This is an optimization exercise on Yosys and OpenROAD, whose aim is small area, not a production implementation. The RTL was checked by simulation tests, not by an equivalence proof against the original design. Power is estimated from default activity; no workload was simulated.

## config.mk

```make
export PLATFORM = sky130hd
export DESIGN_NAME = cpmTop
export DESIGN_NICKNAME = cpmTop
export VERILOG_FILES = /design/flow/design.v
export SDC_FILE = /design/flow/constraint.sdc
export NUM_CORES = 4
export LEC_CHECK = 0
export ABC_AREA = 1
export CAP_MARGIN = 20
export CORE_MARGIN = 2
export CORE_UTILIZATION = 65
export CTS_BUF_LIST = sky130_fd_sc_hd__clkbuf_16
export CTS_CLUSTER_DIAMETER = 100
export CTS_CLUSTER_SIZE = 30
export SLEW_MARGIN = 20
```

## constraint.sdc

```tcl
create_clock -name core_clock -period 20.0 [get_ports {clk}]
set_input_delay 4.0000 -clock core_clock [delete_from_list [all_inputs] [get_ports {clk}]]
set_output_delay 4.0000 -clock core_clock [all_outputs]
set_load 0.01 [all_outputs]
```

## design.v

```verilog
`timescale 1ns / 1ps
module speed_select(
	input		clk,
	input		rst_n,
	input		bps_start,
	output reg	clk_bps
	);
	reg[3:0]	cnt;
	always @ (posedge clk)
		if(!bps_start)	cnt <= 4'd0;
		else			cnt <= cnt + 1'b1;
	always @ (posedge clk)
		clk_bps <= (cnt == 4'd7);
endmodule
`timescale 1ns / 1ps
module my_uart_rx #(parameter HOLD = 1) (
	input			clk,
	input			rst_n,
	input			rs232_rx,
	output[7:0]		rx_data,
	output reg		rx_data_valid
	);
	reg		rx0, rx1, rx2, rx3;
	always @ (posedge clk or negedge rst_n)
		if(!rst_n) begin
			rx0 <= 1'b0; rx1 <= 1'b0; rx2 <= 1'b0; rx3 <= 1'b0;
		end else begin
			rx0 <= rs232_rx; rx1 <= rx0; rx2 <= rx1; rx3 <= rx2;
		end
	wire	neg_rx = rx3 & rx2 & ~rx1 & ~rx0;
	reg			rx_int;
	reg[3:0]	num;
	wire		clk_bps;
	speed_select sp(.clk(clk), .rst_n(rst_n), .bps_start(rx_int), .clk_bps(clk_bps));
	always @ (posedge clk or negedge rst_n)
		if(!rst_n) begin
			rx_int <= 1'b0;
			rx_data_valid <= 1'b0;
		end else if(neg_rx) begin
			rx_int <= 1'b1;
			rx_data_valid <= 1'b0;
		end else if(num == 4'd10) begin
			rx_int <= 1'b0;
			rx_data_valid <= 1'b1;
		end else
			rx_data_valid <= 1'b0;
	reg[7:0]	tmp;
	always @ (posedge clk)
		if(rx_int && clk_bps)
			case(num)
			4'd1: tmp[0] <= rs232_rx;
			4'd2: tmp[1] <= rs232_rx;
			4'd3: tmp[2] <= rs232_rx;
			4'd4: tmp[3] <= rs232_rx;
			4'd5: tmp[4] <= rs232_rx;
			4'd6: tmp[5] <= rs232_rx;
			4'd7: tmp[6] <= rs232_rx;
			4'd8: tmp[7] <= rs232_rx;
			default: ;
			endcase
	generate if(HOLD) begin : g_hold
		reg[7:0]	hold;
		always @ (posedge clk)
			if(rx_int && !clk_bps && num == 4'd10)
				hold <= tmp;
		assign rx_data = hold;
	end else begin : g_direct
		assign rx_data = tmp;
	end endgenerate
	always @ (posedge clk or negedge rst_n)
		if(!rst_n)
			num <= 4'd0;
		else if(rx_int) begin
			if(clk_bps)				num <= num + 1'b1;
			else if(num == 4'd10)	num <= 4'd0;
		end
endmodule
`timescale 1ns / 1ps
module my_uart_tx #(parameter LEN = 20, parameter CW = 5) (
	input				clk,
	input				rst_n,
	input				frame_start,
	input[7:0]			byte_in,
	output reg			busy,
	output reg[CW-1:0]	cnt,
	output				cap,
	output reg			tx_en,
	output				late,
	output reg			tx
	);
	wire		tx_done_w;
	reg			byte_start;
	reg[7:0]	ivl;
	always @ (posedge clk or negedge rst_n)
		if(!rst_n)					busy <= 1'b0;
		else if(frame_start)		busy <= 1'b1;
		else if(cnt == LEN)			busy <= 1'b0;
	always @ (posedge clk or negedge rst_n)
		if(!rst_n)					cnt <= 0;
		else if(tx_done_w)			cnt <= cnt + 1'b1;
		else if(cnt == LEN)			cnt <= 0;
	always @ (posedge clk or negedge rst_n)
		if(!rst_n)					ivl <= 8'd0;
		else if(tx_done_w)			ivl <= 8'd0;
		else if(!byte_start)		ivl <= ivl + 1'b1;
		else						ivl <= 8'd0;
	always @ (posedge clk or negedge rst_n)
		if(!rst_n)					byte_start <= 1'b0;
		else if(tx_done_w)			byte_start <= 1'b0;
		else if((ivl > 8'd5) && busy) byte_start <= 1'b1;
	reg			int1, int2;
	reg[3:0]	num;
	reg			tx_done;
	wire		clk_bps;
	assign		tx_done_w = tx_done;
	assign		cap = int1 & ~int2;
	speed_select sp(.clk(clk), .rst_n(rst_n), .bps_start(tx_en), .clk_bps(clk_bps));
	always @ (posedge clk or negedge rst_n)
		if(!rst_n) begin int1 <= 1'b0; int2 <= 1'b0; end
		else begin int1 <= byte_start; int2 <= int1; end
	always @ (posedge clk or negedge rst_n)
		if(!rst_n)				tx_en <= 1'b0;
		else if(cap)			tx_en <= 1'b1;
		else if(num == 4'd12)	tx_en <= 1'b0;
	assign		late = (tx_en && (num >= 4'd9)) || tx_done;
	always @ (posedge clk or negedge rst_n)
		if(!rst_n) begin
			num <= 4'd0;
			tx <= 1'b1;
			tx_done <= 1'b0;
		end else if(tx_en) begin
			if(clk_bps) begin
				num <= num + 1'b1;
				case(num)
				4'd0: tx <= 1'b0;
				4'd1: tx <= byte_in[0];
				4'd2: tx <= byte_in[1];
				4'd3: tx <= byte_in[2];
				4'd4: tx <= byte_in[3];
				4'd5: tx <= byte_in[4];
				4'd6: tx <= byte_in[5];
				4'd7: tx <= byte_in[6];
				4'd8: tx <= byte_in[7];
				default: tx <= 1'b1;
				endcase
			end else if(num == 4'd12) begin
				num <= 4'd0;
				tx_done <= 1'b1;
			end
		end else
			tx_done <= 1'b0;
endmodule
`timescale 1ns / 1ps
module dline #(parameter N = 54) (
	input			clk,
	input[7:0]		din,
	output[7:0]		tap
	);
	reg[8*N-1:0]	sr;
	always @ (posedge clk)
		sr <= {din, sr[8*N-1:8]};
	assign tap = sr[7:0];
endmodule
`timescale 1ns / 1ps
module can_rw(
	input		clk,
	input 		reset_n,
	input		rd_start,
	input		wr_start,
	input[7:0]	address,
	input[7:0]	tx_data,
	output reg		en_out,		
	output reg[7:0]	can_out,
	output reg		rd_valid,
	output reg		convert_dir,
	output reg 		can_ale,
	output reg 		can_wr_n,can_rd_n,can_cs_n,
	output reg		rd_done,wr_done
    );
	reg[3:0] 	op_state;
	always @ (posedge clk or negedge reset_n)
		if(!reset_n)
			begin
			op_state		<= 4'd0;
			convert_dir		<= 1'b1;
			en_out			<= 1'b0;
			can_out			<= 8'd0;
			can_ale			<= 1'b0;
			can_cs_n		<= 1'b1;
			can_rd_n		<= 1'b1;
			rd_valid		<= 1'b0;
			rd_done			<= 1'b0;
			wr_done			<= 1'b0;
			can_wr_n		<= 1'b1;
			end
		else if(rd_start)
			case(op_state)
			4'd0:
				begin
				convert_dir	<= 1'b0;
				op_state	<= op_state + 1'b1;
				end
			4'd1,4'd6:
				op_state	<= op_state + 1'b1;
			4'd2:
				begin
				can_out		<= address;
				en_out		<= 1'b1;
				can_ale		<= 1'b1;
				op_state	<= op_state + 1'b1;
				end
			4'd3:
				begin
				can_ale		<= 1'b0;
				op_state	<= op_state + 1'b1;
				end
			4'd4:
				begin
				can_cs_n	<= 1'b0;
				en_out		<= 1'b0;
				convert_dir	<= 1'b1;
				op_state	<= op_state + 1'b1;
				end
			4'd5:
				begin
				can_rd_n	<= 1'b0;
				op_state	<= op_state + 1'b1;
				end
			4'd7:
				begin
				rd_valid	<= 1'b1;
				op_state	<= op_state + 1'b1;
				end
			4'd8:
				begin
				rd_valid	<= 1'b0;
				op_state	<= op_state + 1'b1;
				end
			4'd9:
				begin
				can_rd_n	<= 1'b1;
				op_state	<= op_state + 1'b1;
				end
			4'd10:
				begin
				can_cs_n	<= 1'b1;
				op_state	<= op_state + 1'b1;
				rd_done		<= 1'b1;
				end
			4'd11:
				begin
				op_state	<= 4'd0;
				rd_done		<= 1'b0;
				end
			default:;
			endcase
		else if(wr_start)
			case(op_state)
			4'd0,4'd1:
				begin
				convert_dir	<= 1'b0;
				op_state	<= op_state + 1'b1;
				end
			4'd2:
				begin
				can_out		<= address;
				can_ale		<= 1'b1;
				en_out		<= 1'b1;
				op_state	<= op_state + 1'b1;				
				end
			4'd3:
				begin
				can_ale		<= 1'b0;
				op_state	<= op_state + 1'b1;
				end
			4'd4:
				begin
				can_cs_n	<= 1'b0;
				op_state	<= op_state + 1'b1;
				end
			4'd5:
				begin
				can_wr_n	<= 1'b0;
				op_state	<= op_state + 1'b1;
				end
			4'd6:
				begin
				can_out		<= tx_data;
				op_state	<= op_state + 1'b1;
				end
			4'd7:
				op_state	<= op_state + 1'b1;
			4'd8:
				begin
				can_wr_n	<= 1'b1;
				op_state	<= op_state + 1'b1;
				end
			4'd9:
				begin
				can_cs_n	<= 1'b1;
				wr_done		<= 1'b1;
				en_out		<= 1'b0;
				convert_dir	<= 1'b1;
				op_state	<= op_state + 1'b1;
				end
			4'd10:
				begin
				wr_done		<= 1'b0;
				op_state	<= 4'd0;
				end
			default:;
			endcase
		else
			begin
			op_state		<= 0;
			convert_dir		<= 1'b1;
			en_out			<= 1'b0;
			can_out			<= 8'd0;
			can_ale			<= 1'b0;
			can_cs_n		<= 1'b1;
			can_rd_n		<= 1'b1;
			rd_valid		<= 1'b0;
			rd_done			<= 1'b0;
			can_wr_n		<= 1'b1;
			end
endmodule
`timescale 1ns / 1ps
module SJA1000(
	input clk,
	input reset_n,
	output			can_rx_done,
	output[47:0]	can_rx_data,
	input[39:0]		can_tx_data,
	output			can_tx_done,
	output			can_error,
	output		convert_dir,
	input[7:0] 	can_in,
	output[7:0] can_out,
	output		en_out,
	output		rd_valid,
	output can_ale,
	output can_wr_n,can_rd_n,can_cs_n,
	output can_rst
    );
	assign	can_rst		= 1'b1;
	assign	can_error	= 1'b0;
	assign	can_rx_done	= 1'b0;
	assign	can_rx_data	= 48'd0;
	assign	can_tx_done	= 1'b0;
	reg[5:0]	pc;
	reg			rs, ws;		 
	reg[1:0]	g;			 
	reg			spur;		 
	reg[6:0]	cr;			 
	wire[7:0]	rx_data = can_in;
	wire		rd_done, wr_done;
	reg			op_wr;
	reg[7:0]	op_addr, op_data;
	always @ (*) begin
		op_wr = 1'b1; op_data = 8'h00;
		case(pc)
		6'd0:	begin op_addr = 8'h00; op_data = 8'h09; end
		6'd1:	begin op_addr = 8'h00; op_wr = 1'b0; end
		6'd2:	begin op_addr = 8'h1F; op_data = 8'hC8; end
		6'd3:	begin op_addr = 8'h1F; op_wr = 1'b0; end
		6'd4:	begin op_addr = 8'h14; op_data = 8'hFF; end
		6'd5:	begin op_addr = 8'h15; op_data = 8'hFF; end
		6'd6:	begin op_addr = 8'h16; op_data = 8'hFF; end
		6'd7:	begin op_addr = 8'h17; op_data = 8'hFF; end
		6'd8:	begin op_addr = 8'h06; op_data = 8'h01; end
		6'd9:	begin op_addr = 8'h07; op_data = 8'h1C; end
		6'd10:	begin op_addr = 8'h08; op_data = 8'h1A; end
		6'd11:	begin op_addr = 8'h00; op_wr = 1'b0; end
		6'd12:	begin op_addr = 8'h00; op_data = {cr, 1'b0}; end
		6'd13:	begin op_addr = 8'h02; op_wr = 1'b0; end
		6'd14:	begin op_addr = 8'h11; op_wr = 1'b0; end
		6'd15:	begin op_addr = 8'h12; op_wr = 1'b0; end
		6'd16:	begin op_addr = 8'h13; op_wr = 1'b0; end
		6'd17:	begin op_addr = 8'h14; op_wr = 1'b0; end
		6'd18:	begin op_addr = 8'h15; op_wr = 1'b0; end
		6'd19:	begin op_addr = 8'h16; op_wr = 1'b0; end
		6'd20:	begin op_addr = 8'h17; op_wr = 1'b0; end
		6'd21:	begin op_addr = 8'h18; op_wr = 1'b0; end
		6'd22:	begin op_addr = 8'h19; op_wr = 1'b0; end
		6'd23:	begin op_addr = 8'h1A; op_wr = 1'b0; end
		6'd24:	begin op_addr = 8'h01; op_data = 8'h04; end
		6'd25:	begin op_addr = 8'h02; op_wr = 1'b0; end
		6'd26:	begin op_addr = 8'h10; op_data = 8'h85; end
		6'd27:	begin op_addr = 8'h11; op_data = 8'h06; end
		6'd28:	begin op_addr = 8'h12; op_data = 8'h04; end
		6'd29:	begin op_addr = 8'h13; op_data = 8'h10; end
		6'd30:	begin op_addr = 8'h14; end
		6'd31:	begin op_addr = 8'h15; end
		6'd32:	begin op_addr = 8'h16; end
		6'd33:	begin op_addr = 8'h17; end
		6'd34:	begin op_addr = 8'h18; end
		6'd35:	begin op_addr = 8'h19; end
		default:begin op_addr = 8'h01; op_data = 8'h04; end	 
		endcase
	end
	wire		done = (rs && rd_done) || (ws && wr_done);
	reg			retry;		 
	reg[5:0]	nxt;
	reg[1:0]	gap;		 
	always @ (*) begin
		retry = 1'b0; nxt = pc + 1'b1; gap = 2'd0;
		case(pc)
		6'd1:	if(!rx_data[0]) nxt = 6'd0;
		6'd3:	if(rx_data != 8'hC8) nxt = 6'd2;
		6'd12, 6'd13, 6'd23, 6'd35:	gap = 2'd2;
		6'd24:	gap = 2'd1;
		6'd36:	begin nxt = 6'd13; gap = 2'd2; end
		default: ;
		endcase
		case(pc)
		6'd13:	retry = !rx_data[0];
		6'd14:	retry = (rx_data != 8'h06);
		6'd15:	retry = (rx_data != 8'h02);
		6'd16:	retry = (rx_data != 8'h04);
		6'd17:	retry = (rx_data != 8'h00);
		6'd25:	retry = !rx_data[2];
		default: ;
		endcase
	end
	always @ (posedge clk or negedge reset_n)
		if(!reset_n) begin
			pc <= 6'd0;
			rs <= 1'b0;
			ws <= 1'b0;
			g <= 2'd1;
			spur <= 1'b0;
		end else if(spur) begin
			rs <= 1'b0;
			spur <= 1'b0;
			g <= 2'd1;
		end else if(rs || ws) begin
			if(done && !retry) begin
				pc <= nxt;
				g <= gap;
				if(pc == 6'd25)
					spur <= 1'b1;		 
				else
					rs <= 1'b0;
				ws <= 1'b0;
			end
		end else if(g != 2'd0)
			g <= g - 1'b1;
		else begin
			rs <= !op_wr;
			ws <= op_wr;
		end
	always @ (posedge clk)
		if(done && (pc == 6'd11))	cr <= rx_data[7:1];
can_rw can_rw_inst (
    .clk(clk),
    .reset_n(reset_n),
    .rd_start(rs),
    .wr_start(ws),
    .address(op_addr),
    .tx_data(op_data),
    .en_out(en_out),
    .can_out(can_out),
    .rd_valid(rd_valid),
    .convert_dir(convert_dir),
    .can_ale(can_ale),
    .can_wr_n(can_wr_n),
    .can_rd_n(can_rd_n),
    .can_cs_n(can_cs_n),
    .rd_done(rd_done),
    .wr_done(wr_done)
    );
endmodule
`timescale 1ns / 1ps
module rx_frame #(
	parameter		CW		= 6,
	parameter[7:0]	LEN		= 8'd57,
	parameter[7:0]	SOF_L	= 8'h9F,
	parameter[7:0]	SOF_H	= 8'hE4,
	parameter		HOLD	= 1
	)(
	input				clk,
	input				reset_n,
	input				rx,
	output[7:0]			rx_byte,
	output				rx_valid,
	output reg[1:0]		state,
	output reg[CW-1:0]	cnt,
	output				wr,
	output				wr_last,
	output reg			done,
	output				done_first
	);
	my_uart_rx #(.HOLD(HOLD)) u_rx(.clk(clk), .rst_n(reset_n), .rs232_rx(rx),
					.rx_data(rx_byte), .rx_data_valid(rx_valid));
	reg		lastL, sof;
	always @ (posedge clk or negedge reset_n)
		if(!reset_n) begin
			lastL <= 1'b0;
			sof <= 1'b0;
		end else begin
			if(rx_valid) lastL <= (rx_byte == SOF_L);
			sof <= rx_valid && (rx_byte == SOF_H) && lastL;
		end
	reg			cerr;
	reg[12:0]	t1;
	wire		tmo = (t1 == 13'h08AF);
	always @ (posedge clk or negedge reset_n)
		if(!reset_n)						state <= 2'd0;
		else if(sof && (cnt < 3))			state <= 2'd1;
		else if(cnt == LEN - 1)				state <= 2'd2;
		else if(done)						state <= 2'd0;
		else if(cerr || tmo)				state <= 2'd0;
	reg[7:0]	sum;
	always @ (posedge clk or negedge reset_n)
		if(!reset_n)
			cnt <= 0;
		else case(state)
			2'd0: cnt <= 2;
			2'd1, 2'd2: if(rx_valid) cnt <= cnt + 1'b1;
			default: ;
		endcase
	always @ (posedge clk)
		case(state)
		2'd0: sum <= SOF_H + SOF_L;
		2'd1: if(rx_valid) sum <= sum + rx_byte;
		default: ;
		endcase
	always @ (posedge clk or negedge reset_n)
		if(!reset_n) begin
			done <= 1'b0;
			cerr <= 1'b0;
		end else begin
			done <= (cnt == LEN) && (sum == rx_byte);
			cerr <= (cnt == LEN) && (sum != rx_byte);
		end
	always @ (posedge clk or negedge reset_n)
		if(!reset_n)						t1 <= 13'd0;
		else if(done || tmo || rx_valid)	t1 <= 13'd0;
		else								t1 <= {t1[11:0], ~(t1[12] ^ t1[3] ^ t1[2] ^ t1[0])};
	assign	wr			= rx_valid && (state == 2'd1);
	assign	wr_last		= rx_valid && (state == 2'd2);
	assign	done_first	= done && (state == 2'd2);
endmodule
`timescale 1ns / 1ps
module dataControl(
	input			clk,
	input			reset_n,
	output			period_start,
	output			smp,
	output[6:0]		idx,
	output reg		adt_start
	);
	reg[14:0]	timerCnt;
	always @ (posedge clk or negedge reset_n)
		if(!reset_n)					timerCnt <= 15'd0;
		else if(timerCnt == 15'h77B9)	timerCnt <= 15'd0;
		else							timerCnt <= {timerCnt[13:0], ~(timerCnt[14] ^ timerCnt[13])};
	assign	period_start = (timerCnt == 15'h7BDC);
	reg[1:0]	clkCnt;
	always @ (posedge clk or negedge reset_n)
		if(!reset_n)	clkCnt <= 2'd0;
		else			clkCnt <= clkCnt + 1'b1;
	wire	tick = (clkCnt == 2'd1);
	reg			wr_r, wr;
	reg[6:0]	addr;
	always @ (posedge clk or negedge reset_n)
		if(!reset_n)				wr_r <= 1'b0;
		else if(period_start)		wr_r <= 1'b1;
		else if(addr == 7'd65)		wr_r <= 1'b0;
	always @ (posedge clk or negedge reset_n)
		if(!reset_n)	wr <= 1'b0;
		else if(tick)	wr <= wr_r;
	always @ (posedge clk or negedge reset_n)
		if(!reset_n)	addr <= 7'd0;
		else if(!tick)	;
		else if(wr)		addr <= addr + 1'b1;
		else			addr <= 7'd0;
	always @ (posedge clk or negedge reset_n)
		if(!reset_n)	adt_start <= 1'b0;
		else			adt_start <= (addr == 7'd66);
	assign	smp = wr && (clkCnt == 2'd0);
	assign	idx = addr;
endmodule
`timescale 1ns / 1ps
module cpmTop(
	input clk,
	input reset_n,
	input rx_wenmiao,
	input rx_fakong,
	input rx_adt,
	output tx_wenmiao,
	output tx_fakong,
	output tx_adt,
	input[7:0]  SJA1000_add_data_i,
	output[7:0] SJA1000_add_data_o,
	output      SJA1000_add_data_oe,
	output can_ale,can_cs_n,can_rd_n,can_wr_n,can_rst,
	output convert_dir
    );
	wire		rd_valid;
	reg[7:0]	can_in;		 
	always @ (posedge clk)
		if(rd_valid)	can_in <= SJA1000_add_data_i;
SJA1000 SJA1000_inst (
    .clk(clk),
    .reset_n(reset_n),
    .can_rx_done(),
    .can_rx_data(),
    .can_tx_data(40'd0),
    .can_tx_done(),
    .can_error(),
    .convert_dir(convert_dir),
    .can_in(can_in),
    .can_out(SJA1000_add_data_o),
    .en_out(SJA1000_add_data_oe),
    .rd_valid(rd_valid),
    .can_ale(can_ale),
    .can_wr_n(can_wr_n),
    .can_rd_n(can_rd_n),
    .can_cs_n(can_cs_n),
    .can_rst(can_rst)
    );
	wire		period_start, smp, adt_start;
	wire[6:0]	idx;
	dataControl dc (.clk(clk), .reset_n(reset_n), .period_start(period_start),
					.smp(smp), .idx(idx), .adt_start(adt_start));
	wire[7:0]	w_byte;
	wire		w_valid, w_wr, w_wrl, w_done, w_df;
	wire[1:0]	w_state;
	wire[5:0]	w_cnt;
	rx_frame #(.CW(6), .LEN(8'd57), .SOF_L(8'h9F), .SOF_H(8'hE4)) w_rx (
		.clk(clk), .reset_n(reset_n), .rx(rx_wenmiao), .rx_byte(w_byte), .rx_valid(w_valid),
		.state(w_state), .cnt(w_cnt), .wr(w_wr), .wr_last(w_wrl), .done(w_done), .done_first(w_df));
	reg[5:0]	wcol;
	always @ (posedge clk or negedge reset_n)
		if(!reset_n)			wcol <= 6'd3;
		else if(wcol == 6'd56)	wcol <= 6'd3;
		else					wcol <= wcol + 1'b1;
	reg			wptr;		 
	reg			wv;			 
	reg[7:0]	wlg56;		 
	reg			wpend;		 
	always @ (posedge clk or negedge reset_n)
		if(!reset_n) begin
			wptr <= 1'b0;
			wv <= 1'b0;
			wpend <= 1'b0;
		end else begin
			if(w_df) begin
				wptr <= ~wptr;
				wv <= 1'b1;
			end
			if(w_wr && (w_cnt <= 6'd55))		wpend <= 1'b1;
			else if(wpend && (wcol == w_cnt))	wpend <= 1'b0;
		end
	always @ (posedge clk)
		if(w_df) wlg56 <= w_byte;
	wire		wput = wpend && (wcol == w_cnt);
	wire[7:0]	wa_tap, wb_tap, ws_tap;
	dline #(.N(54)) wl_a (.clk(clk), .din((wput &&  wptr) ? w_byte : wa_tap), .tap(wa_tap));
	dline #(.N(54)) wl_b (.clk(clk), .din((wput && !wptr) ? w_byte : wb_tap), .tap(wb_tap));
	wire[7:0]	f_byte;
	wire		f_valid, f_wr, f_wrl, f_done, f_df;
	wire[1:0]	f_state;
	wire[3:0]	f_cnt;
	rx_frame #(.CW(4), .LEN(8'd9), .SOF_L(8'h8E), .SOF_H(8'hAA), .HOLD(0)) f_rx (
		.clk(clk), .reset_n(reset_n), .rx(rx_fakong), .rx_byte(f_byte), .rx_valid(f_valid),
		.state(f_state), .cnt(f_cnt), .wr(f_wr), .wr_last(f_wrl), .done(f_done), .done_first(f_df));
	reg[3:0]	fcol;
	always @ (posedge clk or negedge reset_n)
		if(!reset_n)			fcol <= 4'd3;
		else if(fcol == 4'd8)	fcol <= 4'd3;
		else					fcol <= fcol + 1'b1;
	reg			fptr, fv, fpend;
	reg[7:0]	flg8;
	always @ (posedge clk or negedge reset_n)
		if(!reset_n) begin
			fptr <= 1'b0;
			fv <= 1'b0;
			fpend <= 1'b0;
		end else begin
			if(f_df) begin
				fptr <= ~fptr;
				fv <= 1'b1;
			end
			if(f_wr && (f_cnt <= 4'd7))			fpend <= 1'b1;
			else if(fpend && (fcol == f_cnt))	fpend <= 1'b0;
		end
	always @ (posedge clk)
		if(f_df) flg8 <= f_byte;
	wire		fput = fpend && (fcol == f_cnt);
	wire[7:0]	fa_tap, fb_tap, fs_tap;
	dline #(.N(6)) fl_a (.clk(clk), .din((fput &&  fptr) ? f_byte : fa_tap), .tap(fa_tap));
	dline #(.N(6)) fl_b (.clk(clk), .din((fput && !fptr) ? f_byte : fb_tap), .tap(fb_tap));
	wire[7:0]	a_byte;
	wire		a_valid, a_wr, a_wrl, a_done, a_df;
	wire[1:0]	a_state;
	wire[4:0]	a_cnt;
	rx_frame #(.CW(5), .LEN(8'd25), .SOF_L(8'h64), .SOF_H(8'h00), .HOLD(0)) a_rx (
		.clk(clk), .reset_n(reset_n), .rx(rx_adt), .rx_byte(a_byte), .rx_valid(a_valid),
		.state(a_state), .cnt(a_cnt), .wr(a_wr), .wr_last(a_wrl), .done(a_done), .done_first(a_df));
	reg[4:0]	acol;
	always @ (posedge clk or negedge reset_n)
		if(!reset_n)			acol <= 5'd3;
		else if(acol == 5'd19)	acol <= 5'd3;
		else					acol <= acol + 1'b1;
	reg			aptr, av, apend;
	reg[7:0]	aip20, aip21, alg20, alg21;
	always @ (posedge clk or negedge reset_n)
		if(!reset_n) begin
			aptr <= 1'b0;
			av <= 1'b0;
			apend <= 1'b0;
		end else begin
			if(a_df) begin
				aptr <= ~aptr;
				av <= 1'b1;
			end
			if(a_wr && (a_cnt <= 5'd18))		apend <= 1'b1;
			else if(apend && (acol == a_cnt))	apend <= 1'b0;
		end
	always @ (posedge clk) begin
		if(a_wr && (a_cnt == 5'd20)) aip20 <= a_byte;
		if(a_wr && (a_cnt == 5'd21)) aip21 <= a_byte;
		if(a_df) begin
			alg20 <= aip20;
			alg21 <= aip21;
		end
	end
	wire		aput = apend && (acol == a_cnt);
	wire[7:0]	aa_tap, ab_tap, wt_tap;
	dline #(.N(17)) al_a (.clk(clk), .din((aput &&  aptr) ? a_byte : aa_tap), .tap(aa_tap));
	dline #(.N(17)) al_b (.clk(clk), .din((aput && !aptr) ? a_byte : ab_tap), .tap(ab_tap));
	wire		wt_busy, wt_cap, wt_en, wt_late;
	wire[4:0]	wt_cnt;
	reg[7:0]	wt_byte;
	my_uart_tx #(.LEN(20), .CW(5)) wt (.clk(clk), .rst_n(reset_n), .frame_start(period_start),
		.byte_in(wt_byte), .busy(wt_busy), .cnt(wt_cnt), .cap(wt_cap), .tx_en(wt_en), .late(wt_late), .tx(tx_wenmiao));
	reg[1:0]	wbr;
	reg			wbuilt, wp, wpv;
	reg			warm, wact;
	always @ (posedge clk or negedge reset_n)
		if(!reset_n) begin
			wbr <= 2'd0;
			wbuilt <= 1'b0;
			warm <= 1'b0;
			wact <= 1'b0;
		end else begin
			wbr <= {wbr[0], wt_busy};
			if(wbr[1] & ~wbr[0]) begin
				wbuilt <= 1'b1;
				warm <= 1'b1;
			end else if(acol == 5'd3)
				warm <= 1'b0;
			if(warm && (acol == 5'd3))	wact <= 1'b1;
			else if(acol == 5'd19)		wact <= 1'b0;
		end
	always @ (posedge clk)
		if(wbr[1] & ~wbr[0]) begin
			wp <= aptr;
			wpv <= av;
		end
	wire[7:0]	wt_src = wpv ? (wp ? ab_tap : aa_tap) : 8'd0;
	dline #(.N(17)) wtl (.clk(clk), .din((warm | wact) ? wt_src : wt_tap), .tap(wt_tap));
	reg[7:0]	pfw, accw;
	always @ (posedge clk) begin
		if({1'b0, acol} == {1'b0, wt_cnt} + (wt_late ? 6'd2 : 6'd1)) pfw <= wt_tap;
		if(wt_cap && (wt_cnt != 5'd19)) accw <= ((wt_cnt == 5'd0) ? 8'd0 : accw) + wt_byte;
	end
	always @ (*)
		if(wt_cnt == 5'd19)		wt_byte = accw;
		else if(!wbuilt)		wt_byte = 8'd0;
		else if(wt_cnt == 5'd0)	wt_byte = 8'h64;
		else if(wt_cnt == 5'd1)	wt_byte = 8'h00;
		else					wt_byte = pfw;
	wire		ft_busy, ft_cap, ft_en, ft_late;
	wire[5:0]	ft_cnt;
	reg[7:0]	ft_byte;
	my_uart_tx #(.LEN(32), .CW(6)) ft (.clk(clk), .rst_n(reset_n), .frame_start(period_start),
		.byte_in(ft_byte), .busy(ft_busy), .cnt(ft_cnt), .cap(ft_cap), .tx_en(ft_en), .late(ft_late), .tx(tx_fakong));
	reg[1:0]	fbr;
	reg			fbuilt, fp, fpv;
	reg[7:0]	fw4, fw5, fw6, fw7, fw14, fw15, fa20, fa21, accf;
	always @ (posedge clk or negedge reset_n)
		if(!reset_n) begin
			fbr <= 2'd0;
			fbuilt <= 1'b0;
		end else begin
			fbr <= {fbr[0], ft_busy};
			if(fbr[1] & ~fbr[0])
				fbuilt <= 1'b1;
		end
	reg			marm, mact, mmode;
	wire		mwin = marm | mact;
	always @ (posedge clk or negedge reset_n)
		if(!reset_n) begin
			marm <= 1'b0;
			mact <= 1'b0;
			mmode <= 1'b0;
		end else begin
			if(fbr[1] & ~fbr[0]) begin
				marm <= 1'b1;
				mmode <= 1'b1;
			end else if(smp && (idx == 7'd55)) begin
				marm <= 1'b1;
				mmode <= 1'b0;
			end else if(wcol == 6'd3)
				marm <= 1'b0;
			if(marm && (wcol == 6'd3))	mact <= 1'b1;
			else if(wcol == 6'd56)		mact <= 1'b0;
		end
	wire[7:0]	fw_src = fpv ? (fp ? wb_tap : wa_tap) : 8'd0;
	always @ (posedge clk) begin
		if(fbr[1] & ~fbr[0]) begin
			fp <= wptr;
			fpv <= wv;
			fa20 <= av ? alg20 : 8'd0;
			fa21 <= av ? alg21 : 8'd0;
		end
		if(mwin && mmode)
			case(wcol)
			6'd5:  fw4  <= fw_src;
			6'd6:  fw5  <= fw_src;
			6'd7:  fw6  <= fw_src;
			6'd8:  fw7  <= fw_src;
			6'd15: fw14 <= fw_src;
			6'd16: fw15 <= fw_src;
			default: ;
			endcase
		if(ft_cap && (ft_cnt != 6'd31)) accf <= ((ft_cnt == 6'd0) ? 8'd0 : accf) + ft_byte;
	end
	always @ (*)
		if(ft_cnt == 6'd31)		ft_byte = accf;
		else if(!fbuilt)		ft_byte = 8'd0;
		else case(ft_cnt)
			6'd0:			ft_byte = 8'hAA;
			6'd1:			ft_byte = 8'h8E;
			6'd10, 6'd11:	ft_byte = 8'h55;
			6'd14:			ft_byte = fw4;
			6'd15:			ft_byte = fw5;
			6'd16:			ft_byte = fw6;
			6'd17:			ft_byte = fw7;
			6'd18:			ft_byte = fw14;
			6'd19:			ft_byte = fw15;
			6'd20, 6'd21:	ft_byte = 8'hAA;
			6'd22:			ft_byte = fa20;
			6'd23:			ft_byte = fa21;
			default:		ft_byte = 8'd0;
		endcase
	reg			s0, s1, s57, s58, p0, v0, fp0, fv0;
	reg[5:0]	jf;
	reg[3:0]	fjf;
	reg[7:0]	s56, sf65;
	always @ (posedge clk)
		if(smp) begin
			case(idx)
			7'd0: begin s0 <= wv; p0 <= wptr; v0 <= wv; end
			7'd1: s1 <= wv;
			7'd56: s56 <= wv ? wlg56 : 8'd0;
			7'd57: s57 <= fv;
			7'd58: s58 <= fv;
			7'd59: begin fp0 <= fptr; fv0 <= fv; end
			7'd65: sf65 <= fv ? flg8 : 8'd0;
			default: ;
			endcase
			if(idx == 7'd0)
				jf <= 6'd63;
			else if((idx <= 7'd55) && (wptr != p0) && (jf == 6'd63))
				jf <= idx[5:0] + 1'b1;
			if(idx == 7'd59)
				fjf <= 4'd15;
			else if((idx >= 7'd60) && (idx <= 7'd64) && (fptr != fp0) && (fjf == 4'd15))
				fjf <= idx[3:0] + 4'd8;	 
		end
	wire[7:0]	s_old = v0 ? (p0 ? wb_tap : wa_tap) : 8'd0;
	wire[7:0]	s_new = p0 ? wa_tap : wb_tap;
	wire[7:0]	s_src = (wcol < jf) ? s_old : s_new;
	dline #(.N(54)) wl_s (.clk(clk), .din((mwin && !mmode) ? s_src : ws_tap), .tap(ws_tap));
	reg			farm, fact;
	always @ (posedge clk or negedge reset_n)
		if(!reset_n) begin
			farm <= 1'b0;
			fact <= 1'b0;
		end else begin
			if(smp && (idx == 7'd64))	farm <= 1'b1;
			else if(fcol == 4'd3)		farm <= 1'b0;
			if(farm && (fcol == 4'd3))	fact <= 1'b1;
			else if(fcol == 4'd8)		fact <= 1'b0;
		end
	wire[7:0]	f_old = fv0 ? (fp0 ? fb_tap : fa_tap) : 8'd0;
	wire[7:0]	f_new = fp0 ? fa_tap : fb_tap;
	wire[7:0]	f_src = (fcol < fjf) ? f_old : f_new;
	dline #(.N(6)) fl_s (.clk(clk), .din((farm | fact) ? f_src : fs_tap), .tap(fs_tap));
	wire		at_busy, at_cap, at_en, at_late;
	wire[6:0]	at_cnt;
	reg[7:0]	at_byte, pfa;
	my_uart_tx #(.LEN(66), .CW(7)) at (.clk(clk), .rst_n(reset_n), .frame_start(adt_start),
		.byte_in(at_byte), .busy(at_busy), .cnt(at_cnt), .cap(at_cap), .tx_en(at_en), .late(at_late), .tx(tx_adt));
	wire[6:0]	atg = at_cnt + at_late;
	always @ (posedge clk)
		if({1'b0, wcol} == atg + 7'd1)			pfa <= ws_tap;
		else if({3'b0, fcol} == atg - 7'd56)	pfa <= fs_tap;
	always @ (*)
		case(at_cnt)
		7'd0:	at_byte = s0 ? 8'h9F : 8'h00;
		7'd1:	at_byte = s1 ? 8'hE4 : 8'h00;
		7'd56:	at_byte = s56;
		7'd57:	at_byte = s57 ? 8'h8E : 8'h00;
		7'd58:	at_byte = s58 ? 8'hAA : 8'h00;
		7'd65:	at_byte = sf65;
		default: at_byte = pfa;
		endcase
endmodule
```

## run.sh

```bash
#!/bin/bash
# synth_recipe.tcl (not shown) runs the flow's synth.tcl, then flattens the netlist and writes it again
# the make line also repeats each setting of config.mk as NAME=value (left out here)
make -C /OpenROAD-flow-scripts/flow DESIGN_CONFIG=/design/flow/config.mk WORK_HOME=/design/flow/orfs CLKGATE_MAP_FILE= SYNTH_SCRIPT=/design/flow/synth_recipe.tcl finish
```

==> impl_metrics.csv, run 1 <==
group,metric,value,unit
sta,slew_viol_final,0,
drt,postRouteAntennaNets,0,
yosys,synth-edff-count,252,
yosys,yosysSeqAreaShare,79.44,%
cts,tritoncts,"built",
critical_path,crit_path_top_delay_cell,"dfstp_2",
min_path,hp-class,"reg -> reg",
cells_and_area,antennaDiodeCount,0,
cts,cts_setup_buffers,0,
pwr,p_int,5.778,mW
grt,use_met3,3.167,%
cells_and_area,design_area,0.06991,mm^2
pwr,switchingPower,1.443,mW
cells_and_area,fill_cells,6919,
yosys,synth.net_count,5227,
sta,skew,29.14,ps
grt,met2_usage,30.17,%
cts,cts_root_buf,"clkbuf_16",
critical_path,crit_chain,"clkdlybuf4s50_1",
cells_and_area,layout-drive-gt1-share,3.725,%
place,hpwlAfterDp,63710,um
floorplanning,die_area,0.1033,mm^2
floorplanning,core,0.1000,mm^2
grt,grt_use_met1,28.56,%
sta,max_slew_margin,33.42,%
cts,clk_latency,720,ps
pwr,power_density,103.3,mW/mm^2
yosys,ys_types,58,
cts,ctsResizeCount,0,
place,dp.cells,6340,
cells_and_area,area_growth,6.763,%
critical_path,start_kind,"flip-flop",
drt,dr.first_iter.drc_count,2141,
yosys,yosys_warnings,16,
cts,clkTransAtPathRegs,110,ps
yosys,synthArstFlopShare,11.36,%
pwr,cellLeakagePower,29.63,nW
cells_and_area,multiInputGateArea,0.01129,mm^2
grt,grt_start_max_net_pins,174,
drt,drc,0,
drt,firstDrtPassIters,6,
sta,worst_slack,14200,ps
yosys,yosys.area.top_type,"dfxtp_1",
grt,grt_use_total,19.42,%
yosys,syn_avg_cell_area,12.92,um^2
yosys,netlist.area_leader.share,57.42,%
cts,cts_buffers,91,
pwr,peakVddDrop,98.63,uV
yosys,post-synth-top-count-cell,"dfxtp_1",
place,placed_area,0.06722,mm^2
sta,rsz0062_at_grt,"no",
place,dp_slack,14350,ps
drt,vias_per_cell,4.947,
yosys,synth_cells,5067,
cts,htreeDepth,3,
yosys,yosys_most_used_dff,"dfxtp_1",
place,routabilityCongestion,0.8878,
cts,cts_max_path_buffers,3,
place,port_buffers,29,
job,drv_cap,0,
pwr,switching_share,19.98,%
sta,fmax,0.1723,GHz
cells_and_area,num-nets-final,5296,
grt,antenna_found_initial,2,
grt,grt_pass1_wl,160900,um
critical_path,cp_data_arrival_time,1800,ps
critical_path,critPathCaptureType,"primary output",
drt,wl_per_cell,15.25,um
sta,period_needed,5802,ps
critical_path,path_max_fanout,2,
pwr,combPwrFrac,1.2,%
cells_and_area,fin_cells,6479,
grt,grt.overflow.total,0,
floorplanning,rows,116,
pwr,total_power,7.220,mW
drt,num_vias,32050,
cells_and_area,fin_util,69.91,%
critical_path,cp_top_family,"flip-flops",
floorplanning,die_w,321.4,um
sta,tns,0,ps
yosys,netlist_top_cells_area,"dfxtp_1 (57%), edfxtp_1 (12%), dfrtp_1 (9.9%), nand2_1 (3.4%), inv_1 (2.8%)",
sta,hold_viol,0,
yosys,ys_top_cells_by_count,"dfxtp_1 (1,878), nand2_1 (599), inv_1 (493), nor2_1 (372), dfrtp_1 (259)",
cts,ctsHoldBuffers,0,
floorplanning,start_util,65.48,%
cts,clock_sinks,2403,
pwr,sequentialPowerShare,68.0,%
yosys,syn_area,0.06548,mm^2
grt,busiest_layer,"met2",
sta,tightest_slew,995.1,ps
sta,setup_viol,0,
pwr,p_clk_share,30.9,%
sta,hold_ws,313.9,ps
drt,wl,98790,um
critical_path,cp_data_required_time,16000,ps
sta,period_share,29.01,%
critical_path,critPathKind,"reg -> out",
status,status,"timing/DRC/antenna clean",
cells_and_area,final-seq-area,0.05201,mm^2
grt,grt_pass1_vias,30910,
critical_path,path_buf_inv,1,
floorplanning,io_pins,31,
yosys,postSynthRegisterBits,2403,
critical_path,slowest_delay,550,ps
floorplanning,dieHeight,321.4,um
-- flip-flops by register name, indices dropped and copies added, names as in the netlist, 13 cells and up --
signal,flops
wl_a.sr,432
wl_b.sr,432
wl_s.sr,432
al_a.sr,136
al_b.sr,136
wtl.sr,136
fl_a.sr,48
fl_b.sr,48
fl_s.sr,48
dc.timerCnt,15
a_rx.t1,13
f_rx.t1,13
w_rx.t1,13
-- final timing paths --
kind	depth (start not counted)	slack, ps	startpoint	end
worst max register to register	17	16060	at.num[1]	pfa[2]
max in group asynchronous	3	15170	reset_n	aptr
worst min register to register	0	310	wl_a.sr[49]	wl_a.sr[41]
min in group asynchronous	1	3300	reset_n	SJA1000_inst.can_rw_inst.en_out
worst min-delay path	0	310	wl_a.sr[49]	wl_a.sr[41]
worst max-delay path	1	14200	SJA1000_inst.can_rw_inst.can_rd_n	can_rd_n
-- layout make-up --
type | instances | area share (%)
Clock buffer | 91 | 3.257
Clock inverter | 47 | 0.5280
Inverter | 514 | 2.760
Multi-Input combinational cell | 2087 | 16.15
Sequential cell | 2403 | 74.40
Tap cell | 1298 | 2.323
Timing Repair Buffer | 39 | 0.5763
-- logic make-up (layout without fill, tap and decap cells) --
group | after synthesis | count (layout) | share of synthesized area, %
compound gates | 469 | 469 | 3.956
xor+xnor | 94 | 94 | 1.292
fa+ha+maj | 147 | 147 | 2.878
buf+inv | 577 | 691 | 3.355
flops | 2403 | 2403 | 79.44
mux | 4 | 4 | 0.06688
other cells | 1 | 1 | 0.005727
simple gates | 1372 | 1372 | 9.012
-- power by group through the flow --
stage                     Clock [mW]  Sequential, mW  Combinational (mW)
after detailed placement           0            5.01              0.0849
after CTS                       2.30            4.91              0.0862
after global placement             0            5.01              0.0824
final                           2.23            4.91              0.0855
after global routing            2.47            4.91               0.101
after floorplan                    0            5.01              0.0571
-- worst reg2reg max path: cells and delay by family, from the launching register on --
family	cells	cell delay, ps
simple gates	6	1060
buf+inv	2	190
flops	1	430
compound gates	2	430
xor+xnor	3	570
fa+ha+maj	4	930
-- routing by layer --
metal / share of wire [%] / vias up / routed length (um)
li1: - / 16340 / -
met1: 49 / 15090 / 48540
met2: 44 / 486 / 43930
met3: 3.9 / 136 / 3844
met4: 2.5 / 0 / 2471
met5: 0 / - / 0
-- layout by cell type, fill, tap and decap left out, types with 4 or more instances in the layout --
cell type / count
a21boi_0: 4
a21oi_1: 122
a31oi_1: 9
buf_4: 8
clkbuf_16: 91
clkdlybuf4s50_1: 28
clkinv_1: 5
dfrtp_1: 259
dfstp_2: 14
dfxtp_1: 1878
edfxtp_1: 252
fa_1: 6
ha_1: 141
inv_1: 526
inv_16: 5
inv_2: 17
nand2_1: 599
nand2_2: 6
nand3_1: 174
nand4_1: 69
nor2_1: 372
nor2_2: 9
nor3_1: 73
nor3b_1: 9
nor4_1: 29
o211ai_1: 23
o21a_1: 8
o21ai_0: 202
o21ai_1: 37
o21bai_1: 5
o22ai_1: 30
o41ai_1: 6
or2_2: 15
xnor2_1: 27
xor2_1: 64
==> inputs of run 2 (changes only) <==
--- a/design.v
+++ b/design.v
@@ -170,158 +170,45 @@
 	input[7:0]	address,
 	input[7:0]	tx_data,
-	output reg		en_out,		
+	output		en_out,
 	output reg[7:0]	can_out,
-	output reg		rd_valid,
-	output reg		convert_dir,
-	output reg 		can_ale,
-	output reg 		can_wr_n,can_rd_n,can_cs_n,
-	output reg		rd_done,wr_done
+	output		rd_valid,
+	output		convert_dir,
+	output 		can_ale,
+	output 		can_wr_n,can_rd_n,can_cs_n,
+	output		rd_done,wr_done
     );
 	reg[3:0] 	op_state;
 	always @ (posedge clk or negedge reset_n)
 		if(!reset_n)
-			begin
-			op_state		<= 4'd0;
-			convert_dir		<= 1'b1;
-			en_out			<= 1'b0;
-			can_out			<= 8'd0;
-			can_ale			<= 1'b0;
-			can_cs_n		<= 1'b1;
-			can_rd_n		<= 1'b1;
-			rd_valid		<= 1'b0;
-			rd_done			<= 1'b0;
-			wr_done			<= 1'b0;
-			can_wr_n		<= 1'b1;
-			end
+			op_state <= 4'd0;
 		else if(rd_start)
-			case(op_state)
-			4'd0:
-				begin
-				convert_dir	<= 1'b0;
-				op_state	<= op_state + 1'b1;
-				end
-			4'd1,4'd6:
-				op_state	<= op_state + 1'b1;
-			4'd2:
-				begin
-				can_out		<= address;
-				en_out		<= 1'b1;
-				can_ale		<= 1'b1;
-				op_state	<= op_state + 1'b1;
-				end
-			4'd3:
-				begin
-				can_ale		<= 1'b0;
-				op_state	<= op_state + 1'b1;
-				end
-			4'd4:
-				begin
-				can_cs_n	<= 1'b0;
-				en_out		<= 1'b0;
-				convert_dir	<= 1'b1;
-				op_state	<= op_state + 1'b1;
-				end
-			4'd5:
-				begin
-				can_rd_n	<= 1'b0;
-				op_state	<= op_state + 1'b1;
-				end
-			4'd7:
-				begin
-				rd_valid	<= 1'b1;
-				op_state	<= op_state + 1'b1;
-				end
-			4'd8:
-				begin
-				rd_valid	<= 1'b0;
-				op_state	<= op_state + 1'b1;
-				end
-			4'd9:
-				begin
-				can_rd_n	<= 1'b1;
-				op_state	<= op_state + 1'b1;
-				end
-			4'd10:
-				begin
-				can_cs_n	<= 1'b1;
-				op_state	<= op_state + 1'b1;
-				rd_done		<= 1'b1;
-				end
-			4'd11:
-				begin
-				op_state	<= 4'd0;
-				rd_done		<= 1'b0;
-				end
-			default:;
-			endcase
+			op_state <= (op_state == 4'd11) ? 4'd0 : op_state + 1'b1;
 		else if(wr_start)
-			case(op_state)
-			4'd0,4'd1:
-				begin
-				convert_dir	<= 1'b0;
-				op_state	<= op_state + 1'b1;
-				end
-			4'd2:
-				begin
-				can_out		<= address;
-				can_ale		<= 1'b1;
-				en_out		<= 1'b1;
-				op_state	<= op_state + 1'b1;				
-				end
-			4'd3:
-				begin
-				can_ale		<= 1'b0;
-				op_state	<= op_state + 1'b1;
-				end
-			4'd4:
-				begin
-				can_cs_n	<= 1'b0;
-				op_state	<= op_state + 1'b1;
-				end
-			4'd5:
-				begin
-				can_wr_n	<= 1'b0;
-				op_state	<= op_state + 1'b1;
-				end
-			4'd6:
-				begin
-				can_out		<= tx_data;
-				op_state	<= op_state + 1'b1;
-				end
-			4'd7:
-				op_state	<= op_state + 1'b1;
-			4'd8:
-				begin
-				can_wr_n	<= 1'b1;
-				op_state	<= op_state + 1'b1;
-				end
-			4'd9:
-				begin
-				can_cs_n	<= 1'b1;
-				wr_done		<= 1'b1;
-				en_out		<= 1'b0;
-				convert_dir	<= 1'b1;
-				op_state	<= op_state + 1'b1;
-				end
-			4'd10:
-				begin
-				wr_done		<= 1'b0;
-				op_state	<= 4'd0;
-				end
-			default:;
-			endcase
+			op_state <= (op_state == 4'd10) ? 4'd0 : op_state + 1'b1;
 		else
-			begin
-			op_state		<= 0;
-			convert_dir		<= 1'b1;
-			en_out			<= 1'b0;
-			can_out			<= 8'd0;
-			can_ale			<= 1'b0;
-			can_cs_n		<= 1'b1;
-			can_rd_n		<= 1'b1;
-			rd_valid		<= 1'b0;
-			rd_done			<= 1'b0;
-			can_wr_n		<= 1'b1;
-			end
+			op_state <= 4'd0;
+	always @ (posedge clk or negedge reset_n)
+		if(!reset_n)
+			can_out <= 8'd0;
+		else if(!rd_start && !wr_start)
+			can_out <= 8'd0;
+		else if(op_state == 4'd2)
+			can_out <= address;
+		else if(!rd_start && (op_state == 4'd6))
+			can_out <= tx_data;
+	wire	wr = wr_start;
+	wire	rd = !wr_start;
+	assign	can_ale		= (op_state == 4'd3);
+	assign	en_out		= (rd && (op_state >= 4'd3) && (op_state <= 4'd4)) ||
+						  (wr && (op_state >= 4'd3) && (op_state <= 4'd9));
+	assign	can_cs_n	= !((rd && (op_state >= 4'd5) && (op_state <= 4'd10)) ||
+						    (wr && (op_state >= 4'd5) && (op_state <= 4'd9)));
+	assign	can_rd_n	= !(rd && (op_state >= 4'd6) && (op_state <= 4'd9));
+	assign	can_wr_n	= !(wr && (op_state >= 4'd6) && (op_state <= 4'd8));
+	assign	convert_dir	= !((rd && (op_state >= 4'd1) && (op_state <= 4'd4)) ||
+						    (wr && (op_state >= 4'd1) && (op_state <= 4'd9)));
+	assign	rd_valid	= rd && (op_state == 4'd8);
+	assign	rd_done		= (op_state == 4'd11);
+	assign	wr_done		= wr && (op_state == 4'd10);
 endmodule
 `timescale 1ns / 1ps
==> impl_metrics.csv, run 2 <==
group,metric,value,unit
cells_and_area,fin_util,69.67,%
yosys,synthArstFlopShare,11.03,%
grt,met2_usage,30.02,%
cts,clk_latency,720,ps
place,port_buffers,29,
pwr,peakVddDrop,105.7,uV
cells_and_area,layout-drive-gt1-share,3.831,%
sta,tightest_slew,988.8,ps
critical_path,crit_chain,"inv_1, ha_1, o21ai_0, nand2_1, nor2_1, inv_1, o21ai_0, a21o_1, clkdlybuf4s50_1",
critical_path,critPathCaptureType,"primary output",
yosys,synth-edff-count,252,
grt,busiest_layer,"met2",
cells_and_area,area_growth,6.625,%
floorplanning,rows,116,
yosys,post-synth-top-count-cell,"dfxtp_1",
floorplanning,core,0.09986,mm^2
drt,num_vias,31700,
yosys,netlist_top_cells_area,"dfxtp_1 (58%), edfxtp_1 (12%), dfrtp_1 (9.7%), nand2_1 (3.6%), inv_1 (2.7%)",
yosys,synth.net_count,5169,
place,dp.cells,6280,
cts,ctsHoldBuffers,0,
sta,slew_viol_final,0,
yosys,postSynthRegisterBits,2394,
drt,wl_per_cell,14.97,um
floorplanning,start_util,65.34,%
pwr,cellLeakagePower,29.37,nW
cells_and_area,final_common_cell,"dfxtp_1",
drt,postRouteAntennaNets,0,
place,hpwlAfterDp,62860,um
sta,period_share,33.39,%
floorplanning,die_w,320.8,um
drt,vias_per_cell,4.940,
pwr,switching_share,19.69,%
floorplanning,die_area,0.1029,mm^2
sta,skew,29.21,ps
cts,cts_root_buf,"clkbuf_16",
pwr,switchingPower,1.410,mW
critical_path,crit_cells,9,
critical_path,critPathKind,"reg -> out",
cts,ctsResizeCount,0,
critical_path,cp_data_arrival_time,2680,ps
pwr,p_clk_share,30.6,%
grt,grt.overflow.total,0,
floorplanning,dieHeight,320.8,um
cells_and_area,top_regs,"wl_a.sr x432, wl_b.sr x432, wl_s.sr x432",
critical_path,slowest_delay,530,ps
cts,cts_max_path_buffers,3,
min_path,hp-class,"reg -> reg",
drt,dr.first_iter.drc_count,2109,
cells_and_area,mostFrequentLayoutCells,"dfxtp_1 (1,878), nand2_1 (620), inv_1 (502), nor2_1 (319), dfrtp_1 (254)",
yosys,yosys_warnings,16,
critical_path,path_buf_inv,3,
status,status,"timing/DRC/antenna clean",
sta,period_needed,6678,ps
yosys,yosysSeqAreaShare,79.36,%
pwr,p_int,5.750,mW
critical_path,crit_path_top_delay_cell,"clkdlybuf4s50_1",
place,routabilityCongestion,0.8598,
yosys,syn_avg_cell_area,13.03,um^2
cts,htreeDepth,3,
cells_and_area,num-nets-final,5234,
critical_path,reg2reg_depth,15,
yosys,netlist.area_leader.share,57.62,%
min_path,min_path_cells,0,
pwr,total_power,7.160,mW
sta,tns,0,ps
critical_path,path_max_fanout,7,
pwr,sequentialPowerShare,68.3,%
cts,clkTransAtPathRegs,110,ps
cts,cts_setup_buffers,0,
sta,setup_viol,0,
grt,antenna_found_initial,0,
yosys,yosys.area.top_type,"dfxtp_1",
critical_path,r2r_slack,16010,ps
cts,cts_buffers,90,
critical_path,cp_data_required_time,16000,ps
yosys,ys_top_cells_by_count,"dfxtp_1 (1,878), nand2_1 (620), inv_1 (471), nor2_1 (319), dfrtp_1 (254)",
cts,tritoncts,"built",
cells_and_area,fin_cells,6416,
pwr,power_density,102.9,mW/mm^2
grt,grt_use_total,19.00,%
grt,grt_use_met1,27.79,%
yosys,synth_cells,5009,
yosys,yosys_most_used_dff,"dfxtp_1",
sta,fmax,0.1497,GHz
floorplanning,io_pins,31,
critical_path,start_kind,"flip-flop",
pwr,combPwrFrac,1.2,%
grt,use_met3,2.903,%
yosys,ys_types,70,
grt,grt_pass1_wl,158000,um
yosys,syn_area,0.06525,mm^2
drt,drc,0,
sta,rsz0062_at_grt,"no",
sta,max_slew_margin,34.08,%
grt,grt_pass1_vias,30900,
grt,grt_start_max_net_pins,72,
critical_path,cp_top_family,"buffers and inverters",
cts,clock_sinks,2394,
drt,wl,96070,um
drt,firstDrtPassIters,7,
sta,hold_viol,0,
job,drv_cap,0,
## run 2: cell types whose count changed in the layout (fill, tap and decap cells not counted), moves of 6 or more
cell      delta
inv_1       -24
o211ai_1    +10
nor2_1      -53
o21ai_0      -9
o21ai_1     -23
o22ai_1      -6
nand2_1     +21
nor3_1      +17
a22oi_1      +7
## run 2: metal layers
layer	routed length, um	vias to the layer above
li1	-	16160
met1	47580	14900
met2	42850	478
met3	3423	159
met4	2216	0
met5	0	-
## run 2: cell families (layout without fill, tap and decap cells)
logic type	Yosys count	in the layout	synth area share (%)
buffers and inverters	554	661	3.264
multiplexers	4	4	0.06711
XOR/XNOR	91	91	1.325
adder cells (fa/ha/maj)	147	147	2.888
AND/OR/NAND/NOR	1373	1373	9.227
AO/OA/AOI/OAI	445	445	3.864
flip-flops	2394	2394	79.36
other	1	3	0.005747
## run 2: area by class of cell
class / count / area [um^2]
antenna: 2 / 5.005
clock buffer: 92 / 2302
clock inverter: 42 / 291.5
fill: 7020 / 30280
inverter: 485 / 1821
multi-input combinational: 2061 / 11350
sequential: 2394 / 51780
tap: 1298 / 1624
timing repair buffer: 42 / 392.9
## run 2: worst paths after layout
path / startpoint / endpoint
min reg2reg: wl_b.sr[214] / wl_b.sr[206]
min in group asynchronous: reset_n / at.num[0]
max: SJA1000_inst.can_rw_inst.op_state[0] / convert_dir
max reg2reg: at.num[0] / pfa[6]
max in group asynchronous: reset_n / wact
min: wl_b.sr[214] / wl_b.sr[206]
## run 2: power groups by stage
stage | Sequential (mW) | Clock (mW) | Combinational (mW)
floorplan | 4.99 | 0 | 0.0561
global placement | 5.00 | 0 | 0.0810
detailed placement | 5.00 | 0 | 0.0857
CTS | 4.89 | 2.26 | 0.0861
global route | 4.89 | 2.43 | 0.101
finish | 4.89 | 2.19 | 0.0840
## run 2: per-stage QoR
step                      instance area (um^2)  worst slack, ps  hold WS [ps]
after floorplan                          65250            14730         309.6
after global placement                   66960            13810         309.7
after detailed placement                 66960            13790         312.1
after CTS                                69560            13240         320.5
after global routing                     69570            13050         327.3
final                                    69570            13320         321.2

==> afterwards: timing with drivers on the ports <==
The results above use ideal ports. As a check the final layouts listed here were re-extracted and re-timed, cells and wires unchanged.
Step 1, drivers: a clkbuf_16 drives clk and a buf_2 each remaining input, both assumed.
Step 2, shift: input delay + t, output delay - t, t = (earliest + latest rising clock arrival at the registers) / 2. This alone moves slack from input paths to output paths.
Slacks: no drivers / after step 1 / after step 2; pairs: no drivers / after step 1.
run | t (ns) | slack for setup (ns) | latest minus earliest clock arrival (ns) | worst register clock-pin slew, ns
run 1 | 0.776 | 14.198 / 14.131 / 14.412 | 0.032 / 0.031 | 0.11 / 0.11
run 2 | 0.774 | 13.322 / 13.254 / 13.939 | 0.036 / 0.036 | 0.12 / 0.12
After both steps setup and hold are still met in every run listed. Setup slack includes reset recovery checks.
